Context: an optimization exercise on an open-source flow, tuned for small area and a short achievable clock period. The choices shown serve that exercise and are no tape-out recipe. In this exercise RTL edits were held to simulation tests only and were not proved equivalent to the original. The clock port is modelled as an ideal driver; clocking choices that lean on that would not hold on a real chip. No activity file was given, so power comes from the tool's default toggle rates.

`design.v`:
```
module multiplicacao_matrizes (
    input clk,
    input signed [199:0] A_in,
    input signed [199:0] B_in,
    input [1:0] matrix_size_in,   
    output reg [199:0] C_out,
    output reg overflow_flag_out
);
    reg [4:0] en;
    always @(*) begin
        case (matrix_size_in)
            2'b00: en = 5'b00011;
            2'b01: en = 5'b00111;
            2'b10: en = 5'b01111;
            default: en = 5'b11111;
        endcase
    end
    reg [199:0] Am, Bm;
    integer r, c;
    always @(*) begin
        for (r = 0; r < 5; r = r + 1)
            for (c = 0; c < 5; c = c + 1) begin
                Am[(r*5+c)*8 +: 8] = A_in[(r*5+c)*8 +: 8] & {8{en[r] & en[c]}};
                Bm[(r*5+c)*8 +: 8] = B_in[(r*5+c)*8 +: 8] & {8{en[r] & en[c]}};
            end
    end
    reg [279:0] Ad;
    integer j, p;
    reg [7:0] x0, x1;
    always @(*) begin
        Ad = 280'd0;
        x0 = 8'd0;
        x1 = 8'd0;
        for (r = 0; r < 5; r = r + 1) begin
            for (p = 0; p < 2; p = p + 1) begin
                x0 = Am[(r*5+2*p)*8 +: 8];
                x1 = Am[(r*5+2*p+1)*8 +: 8];
                for (j = 0; j < 8; j = j + 1) begin
                    Ad[r*56 + p*24 + j*3 + 0] = x0[j] & ~x1[j];
                    Ad[r*56 + p*24 + j*3 + 1] = ~x0[j] & x1[j];
                    Ad[r*56 + p*24 + j*3 + 2] = x0[j] & x1[j];
                end
            end
            Ad[r*56 + 48 +: 8] = Am[(r*5+4)*8 +: 8];
        end
    end
    reg [57:0] Bd [0:4];
    reg [8:0] b0x, b1x, b2x, b3x, s01, s23;
    always @(*) begin
        b0x = 9'd0; b1x = 9'd0; b2x = 9'd0; b3x = 9'd0; s01 = 9'd0; s23 = 9'd0;
        for (c = 0; c < 5; c = c + 1) begin
            Bd[c][39:0] = {Bm[(20+c)*8 +: 8], Bm[(15+c)*8 +: 8], Bm[(10+c)*8 +: 8],
                           Bm[(5+c)*8 +: 8], Bm[c*8 +: 8]};
            b0x = {B_in[c*8+7], B_in[c*8 +: 8]};
            b1x = {B_in[(5+c)*8+7], B_in[(5+c)*8 +: 8]};
            b2x = {B_in[(10+c)*8+7], B_in[(10+c)*8 +: 8]};
            b3x = {B_in[(15+c)*8+7], B_in[(15+c)*8 +: 8]};
            s01 = b0x + b1x;
            s23 = b2x + b3x;
            Bd[c][48:40] = s01 & {9{en[c]}};
            Bd[c][57:49] = (en[3] ? s23 : (b2x & {9{en[2]}})) & {9{en[c]}};
        end
    end
    reg [279:0] A;
    reg [57:0] B [0:4];
    always @(posedge clk) begin
        A <= Ad;
        for (c = 0; c < 5; c = c + 1)
            B[c] <= Bd[c];
    end
    wire [199:0] C;
    wire [49:0] ovf_n;
    genvar gi, gj;
    generate
        for (gi = 0; gi < 5; gi = gi + 1) begin : row
            for (gj = 0; gj < 5; gj = gj + 1) begin : col
                dot5 u (.a(A[gi*56 +: 56]), .b(B[gj]), .c(C[(gi*5+gj)*8 +: 8]), .ovf_n(ovf_n[(gi*5+gj)*2 +: 2]));
            end
        end
    endgenerate
    wire [3:0] grp_ok;
    wire [15:0] on0 = {2'b11, ovf_n[13:0]};
    wire [15:0] on1 = {4'b1111, ovf_n[25:14]};
    wire [15:0] on2 = {4'b1111, ovf_n[37:26]};
    wire [15:0] on3 = {4'b1111, ovf_n[49:38]};
    wire [63:0] on = {on3, on2, on1, on0};
    genvar gk;
    generate
        for (gk = 0; gk < 4; gk = gk + 1) begin : ogrp
            wire [3:0] l1;
            nand4g u0 (on[gk*16+0], on[gk*16+1], on[gk*16+2], on[gk*16+3], l1[0]);
            nand4g u1 (on[gk*16+4], on[gk*16+5], on[gk*16+6], on[gk*16+7], l1[1]);
            nand4g u2 (on[gk*16+8], on[gk*16+9], on[gk*16+10], on[gk*16+11], l1[2]);
            nand4g u3 (on[gk*16+12], on[gk*16+13], on[gk*16+14], on[gk*16+15], l1[3]);
            nor4g u4 (l1[0], l1[1], l1[2], l1[3], grp_ok[gk]);
        end
    endgenerate
    reg [3:0] grp_ok_q;
    always @(posedge clk) begin
        C_out <= C;
        grp_ok_q <= grp_ok;
    end
    always @(*) overflow_flag_out = ~&grp_ok_q;
endmodule
module dot5 (
    input [55:0] a,    
    input [57:0] b,    
    output [7:0] c,    
    output [1:0] ovf_n   
);
    wire [7:0] a4 = a[55:48];
    wire [7:0] b4 = b[39:32];
    wire [8:0] m0 [0:1];
    wire [8:0] m1 [0:1];
    wire [8:0] m2 [0:1];
    assign m0[0] = {b[7], b[7:0]};
    assign m1[0] = {b[15], b[15:8]};
    assign m2[0] = b[48:40];
    assign m0[1] = {b[23], b[23:16]};
    assign m1[1] = {b[31], b[31:24]};
    assign m2[1] = b[57:49];
    wire [8:0] n0_0 = ~((m0[0] & {9{a[0]}}) | (m1[0] & {9{a[1]}}) | (m2[0] & {9{a[2]}}));
    wire [8:0] n0_1 = ~((m0[0] & {9{a[3]}}) | (m1[0] & {9{a[4]}}) | (m2[0] & {9{a[5]}}));
    wire [8:0] n0_2 = ~((m0[0] & {9{a[6]}}) | (m1[0] & {9{a[7]}}) | (m2[0] & {9{a[8]}}));
    wire [8:0] n0_3 = ~((m0[0] & {9{a[9]}}) | (m1[0] & {9{a[10]}}) | (m2[0] & {9{a[11]}}));
    wire [8:0] n0_4 = ~((m0[0] & {9{a[12]}}) | (m1[0] & {9{a[13]}}) | (m2[0] & {9{a[14]}}));
    wire [8:0] n0_5 = ~((m0[0] & {9{a[15]}}) | (m1[0] & {9{a[16]}}) | (m2[0] & {9{a[17]}}));
    wire [8:0] n0_6 = ~((m0[0] & {9{a[18]}}) | (m1[0] & {9{a[19]}}) | (m2[0] & {9{a[20]}}));
    wire [8:0] n0_7 = ~((m0[0] & {9{a[21]}}) | (m1[0] & {9{a[22]}}) | (m2[0] & {9{a[23]}}));
    wire [8:0] n1_0 = ~((m0[1] & {9{a[24]}}) | (m1[1] & {9{a[25]}}) | (m2[1] & {9{a[26]}}));
    wire [8:0] n1_1 = ~((m0[1] & {9{a[27]}}) | (m1[1] & {9{a[28]}}) | (m2[1] & {9{a[29]}}));
    wire [8:0] n1_2 = ~((m0[1] & {9{a[30]}}) | (m1[1] & {9{a[31]}}) | (m2[1] & {9{a[32]}}));
    wire [8:0] n1_3 = ~((m0[1] & {9{a[33]}}) | (m1[1] & {9{a[34]}}) | (m2[1] & {9{a[35]}}));
    wire [8:0] n1_4 = ~((m0[1] & {9{a[36]}}) | (m1[1] & {9{a[37]}}) | (m2[1] & {9{a[38]}}));
    wire [8:0] n1_5 = ~((m0[1] & {9{a[39]}}) | (m1[1] & {9{a[40]}}) | (m2[1] & {9{a[41]}}));
    wire [8:0] n1_6 = ~((m0[1] & {9{a[42]}}) | (m1[1] & {9{a[43]}}) | (m2[1] & {9{a[44]}}));
    wire [8:0] n1_7 = ~((m0[1] & {9{a[45]}}) | (m1[1] & {9{a[46]}}) | (m2[1] & {9{a[47]}}));
    wire r0_0_8 = ~n0_0[8];
    wire r0_1_8 = ~n0_1[8];
    wire r0_2_8 = ~n0_2[8];
    wire r0_3_8 = ~n0_3[8];
    wire r0_4_8 = ~n0_4[8];
    wire r0_5_8 = ~n0_5[8];
    wire r0_6_8 = ~n0_6[8];
    wire r0_7_0 = ~n0_7[0];
    wire r0_7_1 = ~n0_7[1];
    wire r0_7_2 = ~n0_7[2];
    wire r0_7_3 = ~n0_7[3];
    wire r0_7_4 = ~n0_7[4];
    wire r0_7_5 = ~n0_7[5];
    wire r0_7_6 = ~n0_7[6];
    wire r0_7_7 = ~n0_7[7];
    wire r0_7_8 = ~n0_7[8];
    wire r1_0_8 = ~n1_0[8];
    wire r1_1_8 = ~n1_1[8];
    wire r1_2_8 = ~n1_2[8];
    wire r1_3_8 = ~n1_3[8];
    wire r1_4_8 = ~n1_4[8];
    wire r1_5_8 = ~n1_5[8];
    wire r1_6_8 = ~n1_6[8];
    wire r1_7_0 = ~n1_7[0];
    wire r1_7_1 = ~n1_7[1];
    wire r1_7_2 = ~n1_7[2];
    wire r1_7_3 = ~n1_7[3];
    wire r1_7_4 = ~n1_7[4];
    wire r1_7_5 = ~n1_7[5];
    wire r1_7_6 = ~n1_7[6];
    wire r1_7_7 = ~n1_7[7];
    wire r1_7_8 = ~n1_7[8];
    wire q0_0 = ~(a4[0] & b4[0]);
    wire q0_1 = ~(a4[0] & b4[1]);
    wire q0_2 = ~(a4[0] & b4[2]);
    wire q0_3 = ~(a4[0] & b4[3]);
    wire q0_4 = ~(a4[0] & b4[4]);
    wire q0_5 = ~(a4[0] & b4[5]);
    wire q0_6 = ~(a4[0] & b4[6]);
    wire q0_7 = a4[0] & b4[7];
    wire q1_0 = ~(a4[1] & b4[0]);
    wire q1_1 = ~(a4[1] & b4[1]);
    wire q1_2 = ~(a4[1] & b4[2]);
    wire q1_3 = ~(a4[1] & b4[3]);
    wire q1_4 = ~(a4[1] & b4[4]);
    wire q1_5 = ~(a4[1] & b4[5]);
    wire q1_6 = ~(a4[1] & b4[6]);
    wire q1_7 = a4[1] & b4[7];
    wire q2_0 = ~(a4[2] & b4[0]);
    wire q2_1 = ~(a4[2] & b4[1]);
    wire q2_2 = ~(a4[2] & b4[2]);
    wire q2_3 = ~(a4[2] & b4[3]);
    wire q2_4 = ~(a4[2] & b4[4]);
    wire q2_5 = ~(a4[2] & b4[5]);
    wire q2_6 = ~(a4[2] & b4[6]);
    wire q2_7 = a4[2] & b4[7];
    wire q3_0 = ~(a4[3] & b4[0]);
    wire q3_1 = ~(a4[3] & b4[1]);
    wire q3_2 = ~(a4[3] & b4[2]);
    wire q3_3 = ~(a4[3] & b4[3]);
    wire q3_4 = ~(a4[3] & b4[4]);
    wire q3_5 = ~(a4[3] & b4[5]);
    wire q3_6 = ~(a4[3] & b4[6]);
    wire q3_7 = a4[3] & b4[7];
    wire q4_0 = ~(a4[4] & b4[0]);
    wire q4_1 = ~(a4[4] & b4[1]);
    wire q4_2 = ~(a4[4] & b4[2]);
    wire q4_3 = ~(a4[4] & b4[3]);
    wire q4_4 = ~(a4[4] & b4[4]);
    wire q4_5 = ~(a4[4] & b4[5]);
    wire q4_6 = ~(a4[4] & b4[6]);
    wire q4_7 = a4[4] & b4[7];
    wire q5_0 = ~(a4[5] & b4[0]);
    wire q5_1 = ~(a4[5] & b4[1]);
    wire q5_2 = ~(a4[5] & b4[2]);
    wire q5_3 = ~(a4[5] & b4[3]);
    wire q5_4 = ~(a4[5] & b4[4]);
    wire q5_5 = ~(a4[5] & b4[5]);
    wire q5_6 = ~(a4[5] & b4[6]);
    wire q5_7 = a4[5] & b4[7];
    wire q6_0 = ~(a4[6] & b4[0]);
    wire q6_1 = ~(a4[6] & b4[1]);
    wire q6_2 = ~(a4[6] & b4[2]);
    wire q6_3 = ~(a4[6] & b4[3]);
    wire q6_4 = ~(a4[6] & b4[4]);
    wire q6_5 = ~(a4[6] & b4[5]);
    wire q6_6 = ~(a4[6] & b4[6]);
    wire q6_7 = a4[6] & b4[7];
    wire q7_0 = a4[7] & b4[0];
    wire q7_1 = a4[7] & b4[1];
    wire q7_2 = a4[7] & b4[2];
    wire q7_3 = a4[7] & b4[3];
    wire q7_4 = a4[7] & b4[4];
    wire q7_5 = a4[7] & b4[5];
    wire q7_6 = a4[7] & b4[6];
    wire q7_7 = ~(a4[7] & b4[7]);
    wire s0, c0;
    ha h1 (n0_0[0], n1_0[0], s0, c0);
    wire s1, c1;
    fa f2 (n0_0[1], n0_1[0], n1_0[1], s1, c1);
    wire s2, c2;
    fa f3 (n1_1[0], q0_1, q1_0, s2, c2);
    wire s3, c3;
    ha h4 (c0, s1, s3, c3);
    wire s4, c4;
    fa k5 (n0_0[2], n0_1[1], 1'b1, s4, c4);
    wire s5, c5;
    fa f6 (n0_2[0], n1_0[2], n1_1[1], s5, c5);
    wire s6, c6;
    fa f7 (n1_2[0], q0_2, q1_1, s6, c6);
    wire s7, c7;
    fa f8 (q2_0, s4, c1, s7, c7);
    wire s8, c8;
    fa f9 (c2, s5, s6, s8, c8);
    wire s9, c9;
    ha h10 (c3, s7, s9, c9);
    wire s10, c10;
    fa k11 (n0_0[3], n0_1[2], 1'b1, s10, c10);
    wire s11, c11;
    fa f12 (n0_2[1], n0_3[0], n1_0[3], s11, c11);
    wire s12, c12;
    fa f13 (n1_1[2], n1_2[1], n1_3[0], s12, c12);
    wire s13, c13;
    fa f14 (q0_3, q1_2, q2_1, s13, c13);
    wire s14, c14;
    fa f15 (q3_0, c4, s10, s14, c14);
    wire s15, c15;
    fa f16 (c5, c6, s11, s15, c15);
    wire s16, c16;
    fa f17 (s12, s13, s14, s16, c16);
    wire s17, c17;
    fa f18 (c7, c8, s15, s17, c17);
    wire s18, c18;
    ha h19 (c9, s16, s18, c18);
    wire s19, c19;
    fa k20 (n0_0[4], n0_1[3], 1'b1, s19, c19);
    wire s20, c20;
    fa f21 (n0_2[2], n0_3[1], n0_4[0], s20, c20);
    wire s21, c21;
    fa f22 (n1_0[4], n1_1[3], n1_2[2], s21, c21);
    wire s22, c22;
    fa f23 (n1_3[1], n1_4[0], q0_4, s22, c22);
    wire s23, c23;
    fa f24 (q1_3, q2_2, q3_1, s23, c23);
    wire s24, c24;
    fa f25 (q4_0, c10, s19, s24, c24);
    wire s25, c25;
    fa f26 (c11, c12, c13, s25, c25);
    wire s26, c26;
    fa f27 (s20, s21, s22, s26, c26);
    wire s27, c27;
    fa f28 (s23, c14, s24, s27, c27);
    wire s28, c28;
    fa f29 (s25, c15, s26, s28, c28);
    wire s29, c29;
    fa f30 (c16, s27, c17, s29, c29);
    wire s30, c30;
    ha h31 (c18, s28, s30, c30);
    wire s31, c31;
    fa k32 (n0_0[5], n0_1[4], 1'b1, s31, c31);
    wire s32, c32;
    fa f33 (n0_2[3], n0_3[2], n0_4[1], s32, c32);
    wire s33, c33;
    fa f34 (n0_5[0], n1_0[5], n1_1[4], s33, c33);
    wire s34, c34;
    fa f35 (n1_2[3], n1_3[2], n1_4[1], s34, c34);
    wire s35, c35;
    fa f36 (n1_5[0], q0_5, q1_4, s35, c35);
    wire s36, c36;
    fa f37 (q2_3, q3_2, q4_1, s36, c36);
    wire s37, c37;
    fa f38 (q5_0, c19, s31, s37, c37);
    wire s38, c38;
    fa f39 (c20, c21, c22, s38, c38);
    wire s39, c39;
    fa f40 (c23, s32, s33, s39, c39);
    wire s40, c40;
    fa f41 (s34, s35, s36, s40, c40);
    wire s41, c41;
    fa f42 (c24, s37, c25, s41, c41);
    wire s42, c42;
    fa f43 (s38, c26, s39, s42, c42);
    wire s43, c43;
    fa f44 (s40, c27, s41, s43, c43);
    wire s44, c44;
    fa f45 (c28, s42, c30, s44, c44);
    wire s45, c45;
    ha h46 (c29, s43, s45, c45);
    wire s46, c46;
    fa k47 (n0_0[6], n0_1[5], 1'b1, s46, c46);
    wire s47, c47;
    fa f48 (n0_2[4], n0_3[3], n0_4[2], s47, c47);
    wire s48, c48;
    fa f49 (n0_5[1], n0_6[0], n1_0[6], s48, c48);
    wire s49, c49;
    fa f50 (n1_1[5], n1_2[4], n1_3[3], s49, c49);
    wire s50, c50;
    fa f51 (n1_4[2], n1_5[1], n1_6[0], s50, c50);
    wire s51, c51;
    fa f52 (q0_6, q1_5, q2_4, s51, c51);
    wire s52, c52;
    fa f53 (q3_3, q4_2, q5_1, s52, c52);
    wire s53, c53;
    fa f54 (q6_0, c31, s46, s53, c53);
    wire s54, c54;
    fa f55 (c32, c33, c34, s54, c54);
    wire s55, c55;
    fa f56 (c35, c36, s47, s55, c55);
    wire s56, c56;
    fa f57 (s48, s49, s50, s56, c56);
    wire s57, c57;
    fa f58 (s51, s52, c37, s57, c57);
    wire s58, c58;
    fa f59 (s53, c38, s54, s58, c58);
    wire s59, c59;
    fa f60 (c39, c40, s55, s59, c59);
    wire s60, c60;
    fa f61 (s56, s57, c41, s60, c60);
    wire s61, c61;
    fa f62 (c42, s58, s59, s61, c61);
    wire s62, c62;
    fa f63 (s60, c43, s61, s62, c62);
    wire s63, c63;
    ha h64 (c45, c44, s63, c63);
    wire s64, c64;
    fa f65 (n0_0[7], n0_1[6], n0_2[5], s64, c64);
    wire s65, c65;
    fa f66 (n0_3[4], n0_4[3], n0_5[2], s65, c65);
    wire s66, c66;
    fa f67 (n0_6[1], n1_0[7], n1_1[6], s66, c66);
    wire s67, c67;
    fa f68 (n1_2[5], n1_3[4], n1_4[3], s67, c67);
    wire s68, c68;
    fa f69 (n1_5[2], n1_6[1], q0_7, s68, c68);
    wire s69, c69;
    fa f70 (q1_6, q2_5, q3_4, s69, c69);
    wire s70, c70;
    fa f71 (q4_3, q5_2, q6_1, s70, c70);
    wire s71, c71;
    fa f72 (q7_0, r0_7_0, r1_7_0, s71, c71);
    wire s72, c72;
    fa f73 (c46, c47, c48, s72, c72);
    wire s73, c73;
    fa f74 (c49, c50, c51, s73, c73);
    wire s74, c74;
    fa f75 (c52, s64, s65, s74, c74);
    wire s75, c75;
    fa f76 (s66, s67, s68, s75, c75);
    wire s76, c76;
    fa f77 (s69, s70, s71, s76, c76);
    wire s77, c77;
    fa f78 (c53, c54, s72, s77, c77);
    wire s78, c78;
    fa f79 (s73, c55, c56, s78, c78);
    wire s79, c79;
    fa f80 (s74, s75, s76, s79, c79);
    wire s80, c80;
    fa f81 (c57, c58, c59, s80, c80);
    wire s81, c81;
    fa f82 (s77, s78, s79, s81, c81);
    wire s82, c82;
    fa f83 (c60, c61, s80, s82, c82);
    wire s83, c83;
    fa f84 (s81, c62, s82, s83, c83);
    wire s84, c84;
    fa f85 (n0_1[7], n0_2[6], n0_3[5], s84, c84);
    wire s85, c85;
    fa f86 (n0_4[4], n0_5[3], n0_6[2], s85, c85);
    wire s86, c86;
    fa f87 (n1_1[7], n1_2[6], n1_3[5], s86, c86);
    wire s87, c87;
    fa f88 (n1_4[4], n1_5[3], n1_6[2], s87, c87);
    wire s88, c88;
    fa f89 (q1_7, q2_6, q3_5, s88, c88);
    wire s89, c89;
    fa f90 (q4_4, q5_3, q6_2, s89, c89);
    wire s90, c90;
    fa f91 (q7_1, r0_0_8, r0_7_1, s90, c90);
    wire s91, c91;
    fa f92 (r1_0_8, r1_7_1, c64, s91, c91);
    wire s92, c92;
    fa f93 (c65, c66, c67, s92, c92);
    wire s93, c93;
    fa f94 (c68, c69, c70, s93, c93);
    wire s94, c94;
    fa f95 (c71, s84, s85, s94, c94);
    wire s95, c95;
    fa f96 (s86, s87, s88, s95, c95);
    wire s96, c96;
    fa f97 (s89, s90, c72, s96, c96);
    wire s97, c97;
    fa f98 (c73, s91, s92, s97, c97);
    wire s98, c98;
    fa f99 (s93, c74, c75, s98, c98);
    wire s99, c99;
    fa f100 (c76, s94, s95, s99, c99);
    wire s100, c100;
    fa f101 (s96, c77, c78, s100, c100);
    wire s101, c101;
    fa f102 (c79, s97, s98, s101, c101);
    wire s102, c102;
    fa f103 (s99, c80, s100, s102, c102);
    wire s103, c103;
    fa f104 (c81, s101, c82, s103, c103);
    wire s104, c104;
    ha h105 (s102, c83, s104, c104);
    wire s105, c105;
    fa f106 (n0_2[7], n0_3[6], n0_4[5], s105, c105);
    wire s106, c106;
    fa f107 (n0_5[4], n0_6[3], n1_2[7], s106, c106);
    wire s107, c107;
    fa f108 (n1_3[6], n1_4[5], n1_5[4], s107, c107);
    wire s108, c108;
    fa f109 (n1_6[3], q2_7, q3_6, s108, c108);
    wire s109, c109;
    fa f110 (q4_5, q5_4, q6_3, s109, c109);
    wire s110, c110;
    fa f111 (q7_2, r0_1_8, r0_7_2, s110, c110);
    wire s111, c111;
    fa f112 (r1_1_8, r1_7_2, c84, s111, c111);
    wire s112, c112;
    fa f113 (c85, c86, c87, s112, c112);
    wire s113, c113;
    fa f114 (c88, c89, c90, s113, c113);
    wire s114, c114;
    fa f115 (s105, s106, s107, s114, c114);
    wire s115, c115;
    fa f116 (s108, s109, s110, s115, c115);
    wire s116, c116;
    fa f117 (c91, c92, c93, s116, c116);
    wire s117, c117;
    fa f118 (s111, s112, s113, s117, c117);
    wire s118, c118;
    fa f119 (c94, c95, s114, s118, c118);
    wire s119, c119;
    fa f120 (s115, c96, s116, s119, c119);
    wire s120, c120;
    fa f121 (c97, c98, c99, s120, c120);
    wire s121, c121;
    fa f122 (s117, s118, c100, s121, c121);
    wire s122, c122;
    fa f123 (s119, c101, s120, s122, c122);
    wire s123, c123;
    fa f124 (c102, s121, s122, s123, c123);
    wire s124, c124;
    ha h125 (c103, s123, s124, c124);
    wire s125, c125;
    fa k126 (n0_3[7], n0_4[6], 1'b1, s125, c125);
    wire s126, c126;
    fa f127 (n0_5[5], n0_6[4], n1_3[7], s126, c126);
    wire s127, c127;
    fa f128 (n1_4[6], n1_5[5], n1_6[4], s127, c127);
    wire s128, c128;
    fa f129 (q3_7, q4_6, q5_5, s128, c128);
    wire s129, c129;
    fa f130 (q6_4, q7_3, r0_2_8, s129, c129);
    wire s130, c130;
    fa f131 (r0_7_3, r1_2_8, r1_7_3, s130, c130);
    wire s131, c131;
    fa f132 (s125, c105, c106, s131, c131);
    wire s132, c132;
    fa f133 (c107, c108, c109, s132, c132);
    wire s133, c133;
    fa f134 (c110, s126, s127, s133, c133);
    wire s134, c134;
    fa f135 (s128, s129, s130, s134, c134);
    wire s135, c135;
    fa f136 (c111, c112, c113, s135, c135);
    wire s136, c136;
    fa f137 (s131, s132, c114, s136, c136);
    wire s137, c137;
    fa f138 (c115, s133, s134, s137, c137);
    wire s138, c138;
    fa f139 (c116, s135, c117, s138, c138);
    wire s139, c139;
    fa f140 (c118, s136, s137, s139, c139);
    wire s140, c140;
    fa f141 (c119, c120, s138, s140, c140);
    wire s141, c141;
    fa f142 (s139, c121, c122, s141, c141);
    wire s142, c142;
    fa f143 (s140, c123, s141, s142, c142);
    wire s143, c143;
    fa f144 (n0_4[7], n0_5[6], n0_6[5], s143, c143);
    wire s144, c144;
    fa f145 (n1_4[7], n1_5[6], n1_6[5], s144, c144);
    wire s145, c145;
    fa f146 (q4_7, q5_6, q6_5, s145, c145);
    wire s146, c146;
    fa f147 (q7_4, r0_3_8, r0_7_4, s146, c146);
    wire s147, c147;
    fa f148 (r1_3_8, r1_7_4, c125, s147, c147);
    wire s148, c148;
    fa f149 (c126, c127, c128, s148, c148);
    wire s149, c149;
    fa f150 (c129, c130, s143, s149, c149);
    wire s150, c150;
    fa f151 (s144, s145, s146, s150, c150);
    wire s151, c151;
    fa f152 (s147, c131, c132, s151, c151);
    wire s152, c152;
    fa f153 (s148, c133, c134, s152, c152);
    wire s153, c153;
    fa f154 (s149, s150, c135, s153, c153);
    wire s154, c154;
    fa f155 (s151, c136, c137, s154, c154);
    wire s155, c155;
    fa f156 (s152, s153, c138, s155, c155);
    wire s156, c156;
    fa f157 (c139, s154, c140, s156, c156);
    wire s157, c157;
    fa f158 (s155, c141, s156, s157, c157);
    wire s158, c158;
    fa f159 (n0_5[7], n0_6[6], n1_5[7], s158, c158);
    wire s159, c159;
    fa f160 (n1_6[6], q5_7, q6_6, s159, c159);
    wire s160, c160;
    fa f161 (q7_5, r0_4_8, r0_7_5, s160, c160);
    wire s161, c161;
    fa f162 (r1_4_8, r1_7_5, c143, s161, c161);
    wire s162, c162;
    fa f163 (c144, c145, c146, s162, c162);
    wire s163, c163;
    fa f164 (s158, s159, s160, s163, c163);
    wire s164, c164;
    fa f165 (c147, c148, s161, s164, c164);
    wire s165, c165;
    fa f166 (s162, c149, c150, s165, c165);
    wire s166, c166;
    fa f167 (s163, c151, c152, s166, c166);
    wire s167, c167;
    fa f168 (s164, s165, c153, s167, c167);
    wire s168, c168;
    fa f169 (c154, s166, c155, s168, c168);
    wire s169, c169;
    fa f170 (s167, c156, s168, s169, c169);
    wire s170, c170;
    fa f171 (n0_6[7], n1_6[7], q6_7, s170, c170);
    wire s171, c171;
    fa f172 (q7_6, r0_5_8, r0_7_6, s171, c171);
    wire s172, c172;
    fa f173 (r1_5_8, r1_7_6, c158, s172, c172);
    wire s173, c173;
    fa f174 (c159, c160, s170, s173, c173);
    wire s174, c174;
    fa f175 (s171, c161, c162, s174, c174);
    wire s175, c175;
    fa f176 (s172, c163, s173, s175, c175);
    wire s176, c176;
    fa f177 (s174, c164, c165, s176, c176);
    wire s177, c177;
    fa f178 (s175, c166, s176, s177, c177);
    wire s178, c178;
    fa f179 (c167, s177, c168, s178, c178);
    wire s179, c179;
    fa f180 (q7_7, r0_6_8, r0_7_7, s179, c179);
    wire s180, c180;
    fa f181 (r1_6_8, r1_7_7, c170, s180, c180);
    wire s181, c181;
    fa f182 (c171, s179, c172, s181, c181);
    wire s182, c182;
    fa f183 (s180, c173, c174, s182, c182);
    wire s183, c183;
    fa f184 (s181, c175, s182, s183, c183);
    wire s184, c184;
    fa f185 (c176, s183, c177, s184, c184);
    wire s185 = ~(r0_7_8 ^ r1_7_8);
    wire s186 = s185 ^ c179 ^ c180;
    wire s187 = c181 ^ s186 ^ c182;
    wire s188 = c183 ^ s187 ^ c184;
    wire [15:0] x = {s188, s184, c169, c157, c142, c124, c104, s103, c63, s62, s45, s30, s17, s8, s2, q0_0};
    wire [15:0] y = {1'b0, c178, s178, s169, s157, s142, s124, s104, s83, s63, s44, s29, s18, s9, s3, s0};
    wire [8:0] lo = x[7:0] + y[7:0];
    assign c = {lo[7], ~lo[6:0]};
    wire [7:0] e;
    assign e[0] = lo[8] ^ x[8] ^ y[8];
    genvar g;
    for (g = 9; g < 16; g = g + 1) begin : zd
        assign e[g-8] = (x[g] ^ y[g]) ^ (x[g-1] | y[g-1]);
    end
    wire e_lo_n, e_hi_n;
    nor4g o0 (e[0], e[1], e[2], e[3], e_lo_n);
    nor4g o1 (e[4], e[5], e[6], e[7], e_hi_n);
    assign ovf_n = {e_hi_n, e_lo_n};
endmodule
module nor4g (input a, input b, input c, input d, output y);
    assign y = ~(a | b | c | d);
endmodule
module nor3g (input a, input b, input c, output y);
    assign y = ~(a | b | c);
endmodule
module nand4g (input a, input b, input c, input d, output y);
    assign y = ~(a & b & c & d);
endmodule
module fa (input a, input b, input c, output s, output co);
    assign s = a ^ b ^ c;
    assign co = (a & b) | (a & c) | (b & c);
endmodule
module ha (input a, input b, output s, output co);
    assign s = a ^ b;
    assign co = a & b;
endmodule
```
`flow/run.sh`:
```
#!/bin/bash
# The standard ORFS flow (standard.sh) with these changes in how the layout
# is optimised:
# - the timing repair is asked to leave a setup margin (flow/margin), so that
#   it works on paths well inside the clock period;
# - after CTS a greedy sizing pass (flow/gsize.tcl, run from post_cts.tcl)
#   upsizes drivers along the worst paths, where repair_timing stalls on many
#   parallel paths of equal slack;
# - ports are buffered with buf_2 instead of the delay buffer buffer_ports
#   picks by default;
# - more antenna repair rounds after detailed routing.
# Each tool's log stays in orfs/logs; make's own output goes to flow_make.log.
set -euo pipefail
export FLOW_FLOW_DIR=$(pwd)/flow
MARGIN=$(cat flow/margin)
export GS_TARGET=$MARGIN GS_MAXIT=400 GS_RATE=20
bash standard.sh SETUP_SLACK_MARGIN=$MARGIN POST_CTS_TCL=$FLOW_FLOW_DIR/post_cts.tcl \
  MAX_REPAIR_ANTENNAS_ITER_DRT=10 \
  "BUFFER_PORTS_ARGS=-buffer_cell sky130_fd_sc_hd__buf_2" > flow_make.log 2>&1
```
`flow/gsize.tcl`:
```
# Greedy path sizing: repeatedly take the worst path and upsize the one driver
# on it that gains the most slack on that path, as long as the design's worst
# slack does not get worse.  Works where repair_timing stalls on many parallel
# paths of equal slack (its moves do not change the endpoint's worst slack).
proc gs_bigger {ref} {
  if {![regexp {^(.*_)([0-9]+)$} $ref -> base n]} { return {} }
  set res {}
  foreach lc [get_lib_cells */${base}*] {
    set nm [get_name $lc]
    if {[regexp "^${base}(\[0-9\]+)\$" $nm -> m] && $m > $n} {
      if {[info exists ::gs_dont_use($nm)]} { continue }
      lappend res [list $m $nm [get_property $lc area]]
    }
  }
  return [lsort -integer -index 0 $res]
}
proc gs_slack_through {pin} {
  set pe [lindex [find_timing_paths -through $pin -path_delay max] 0]
  if {$pe eq ""} { return 1e9 }
  return [get_property $pe slack]
}
proc gs_endpoint_name {pe} {
  return [get_full_name [get_property $pe endpoint]]
}
proc gs_run {target maxit rate} {
  # target in ns; rate: largest area increase (um2) accepted per ps of slack
  # gained on the path.  An endpoint whose worst path no move improves is
  # set aside, and the next worst endpoint is worked on.
  set it 0
  set added 0.0
  array unset ::gs_stuck
  while {$it < $maxit} {
    incr it
    set pe {}
    foreach cand [find_timing_paths -path_delay max -group_path_count 200 -endpoint_path_count 1 -sort_by_slack] {
      if {[get_property $cand slack] >= $target} { break }
      if {![info exists ::gs_stuck([gs_endpoint_name $cand])]} { set pe $cand; break }
    }
    if {$pe eq {}} { break }
    set ws [get_property $pe slack]
    set epn [gs_endpoint_name $pe]
    set w0 [expr {[sta::worst_slack_cmd max] * 1e9}]
    set opins {}
    foreach p [get_property $pe points] {
      set pin [get_property $p pin]
      set pn [get_full_name $pin]
      if {[string first "/" $pn] < 0} { continue }
      if {[get_property $pin direction] eq "output"} { lappend opins $pn }
    }
    set best_gain 0.0
    set best {}
    foreach pname $opins {
      set pin [get_pins $pname]
      set inst [get_cells -of_objects $pin]
      set ref [get_property $inst ref_name]
      set a0 [get_property [get_lib_cells */$ref] area]
      foreach c [gs_bigger $ref] {
        lassign $c m nm a1
        replace_cell $inst $nm
        set s [gs_slack_through $pin]
        set w [expr {[sta::worst_slack_cmd max] * 1e9}]
        replace_cell $inst $ref
        set gain [expr {($s - $ws) * 1e3}]
        if {$w < $w0 - 0.0005} { continue }
        if {$gain < 1.0} { continue }
        set cost [expr {$a1 - $a0}]
        if {$cost > $rate * $gain} { continue }
        if {$gain > $best_gain} { set best_gain $gain; set best [list $inst $nm $cost] }
      }
    }
    if {$best eq {}} {
      set ::gs_stuck($epn) 1
      puts "gsize: endpoint $epn stuck at [format %.3f $ws] ns"
      continue
    }
    lassign $best inst nm cost
    replace_cell $inst $nm
    set added [expr {$added + $cost}]
    if {$it % 25 == 0} {
      puts "gsize: it $it ws [format %.3f $ws] added [format %.1f $added] um2"
    }
  }
  puts "gsize: done, $it iterations, worst [format %.3f [expr {[sta::worst_slack_cmd max]*1e9}]] ns, added [format %.1f $added] um2"
}
```
`flow/margin`:
```
12.5
```
`flow/post_cts.tcl`:
```
# Sourced by ORFS at the end of CTS (POST_CTS_TCL): greedy upsizing along the
# worst paths (see gsize.tcl), then legalize the placement again.
source $::env(FLOW_FLOW_DIR)/gsize.tcl
foreach c $::env(DONT_USE_CELLS) { set ::gs_dont_use($c) 1 }
estimate_parasitics -placement
report_design_area
gs_run $::env(GS_TARGET) $::env(GS_MAXIT) $::env(GS_RATE)
report_design_area
detailed_placement
check_placement -verbose
```
`standard.sh`:
```
#!/bin/bash
# synth_recipe.tcl (not shown) runs the flow's synth.tcl, then flattens the netlist and writes it again
# the make line also repeats each setting of config.mk as NAME=value (left out here)
make -C /OpenROAD-flow-scripts/flow DESIGN_CONFIG=/design/flow/config.mk WORK_HOME=/design/flow/orfs CLKGATE_MAP_FILE= SYNTH_SCRIPT=/design/flow/synth_recipe.tcl "${@:-finish}"
```
`config.mk`:
```
export PLATFORM = sky130hd
export DESIGN_NAME = multiplicacao_matrizes
export DESIGN_NICKNAME = multiplicacao_matrizes
export VERILOG_FILES = /design/flow/design.v
export SDC_FILE = /design/flow/constraint.sdc
export NUM_CORES = 8
export LEC_CHECK = 0
export CAP_MARGIN = 20
export CORE_MARGIN = 2
export CORE_UTILIZATION = 50
export PLACE_DENSITY = 0.6
export SLEW_MARGIN = 20
export SYNTH_HIERARCHICAL = 1
```
`constraint.sdc`:
```
create_clock -name core_clock -period 18.0 [get_ports {clk}]
set_input_delay 3.6000 -clock core_clock [delete_from_list [all_inputs] [get_ports {clk}]]
set_output_delay 3.6000 -clock core_clock [all_outputs]
set_load 0.01 [all_outputs]
```
==> results.yml <==
status:
  run_status: "stopped before the end"
  haltStage: "global routing (5_1_grt)"
  first-error: "[ERROR GRT-0232] Routing congestion too high. Check the congestion heatmap in the GUI."
synth:
  synth_area_per_cell_um2: 11.0
  synth-seq-cells: 774
  synth.distinct_cells: 63
  ys_warn_count: 12
  synth_area_leaders: "fa_1, a222oi_1, dfxtp_1"
  syn-instance-count: 16700
  netlist.area_leader.share_pct: 48.4
  async_flop_share_pct: 0
  ys_seq_area_share_pct: 8.44
  synth.cell_area_mm2: 0.184
  synth_edf_count: 0
  synth_flop_cell: "dfxtp_1"
  synth_top_cell_by_area: "fa_1"
die:
  start_util_pct: 50.2
  row_count: 222
  die_x_um: 610
  fp.dieH_um: 610
  io_pins: 604
global_route:
  grt_overflow: 1
  track_usage_pct: 69.8
  grt_max_degree: 72
placed_design:
  gp_congestion: 1.15
  hpwlAfterDp_um: 728000
  io_buffers: 603
clock_network:
  clock_sinks: 774
-- cells by family after synthesis --
| kind of cell | count (synthesis) | synth area share (%) |
|---|---|---|
| fa+ha+maj | 5090 | 52.8 |
| compound gates | 4014 | 21.3 |
| buf+inv | 3595 | 7.70 |
| simple gates | 2594 | 6.81 |
| flops | 774 | 8.44 |
| xor+xnor | 598 | 2.85 |
| other cells | 26 | 0.0532 |
| mux | 3 | 0.0184 |
-- worst max-delay path by stage --
stage | to | slack (ns) | depth (start not counted)
after floorplan | grp_ok_q[0]$_DFF_P_ | 12.51 | 18
after global placement | grp_ok_q[1]$_DFF_P_ | 9.96 | 15
after detailed placement | grp_ok_q[0]$_DFF_P_ | 10.20 | 16
-- cell usage after synthesis, types with 32 or more instances --
cell type / count
fa_1: 4435
a222oi_1: 3600
clkbuf_1: 2011
nand2_1: 1382
inv_1: 1203
dfxtp_1: 774
ha_1: 655
and2_1: 471
xnor2_1: 375
nor2_1: 252
buf_1: 228
xor2_1: 223
and3_1: 209
a21oi_1: 126
nor2b_1: 118
nor4_2: 54
o21ai_0: 53
buf_2: 52
buf_4: 50
buf_6: 50
a21o_1: 37
nand2b_1: 32
o21a_1: 32
-- modules after synthesis, one instance, submodules excluded --
| module | area, um2 | flops+latches | cells inside | copies in the design |
|---|---|---|---|---|
| multiplicacao_matrizes | 22200 | 774 | 1849 | 1 |
| nand4g | 6.26 | 0 | 1 | 16 |
| ha | 12.5 | 0 | 1 | 225 |
| nor4g | 12.5 | 0 | 1 | 54 |
| fa | 20.0 | 0 | 1 | 4400 |
| dot5 | 2790 | 0 | 406 | 25 |
-- metrics by stage --
| stage | area, um2 | setup slack [ns] | instances | util [%] |
|---|---|---|---|---|
| 3_5_place_dp | 190000 | 10.20 | 20600 | 52.0 |
| 3_3_place_gp | 190000 | 9.96 | 20600 | 52.0 |
| 2_1_floorplan | 184000 | 12.51 | 16800 | - |
-- power by group through the flow --
stage,clock network [mW],logic (mW),registers [mW]
floorplan,0,24.0,2.50
global placement,0,32.2,2.59
detailed placement,0,32.7,2.60
-- per-layer routing --
layer	GRT overflow	GRT usage [%]
met4	0	65.8
met2	0	79.5
met1	1	70.0
met3	0	62.9
met5	0	43.3
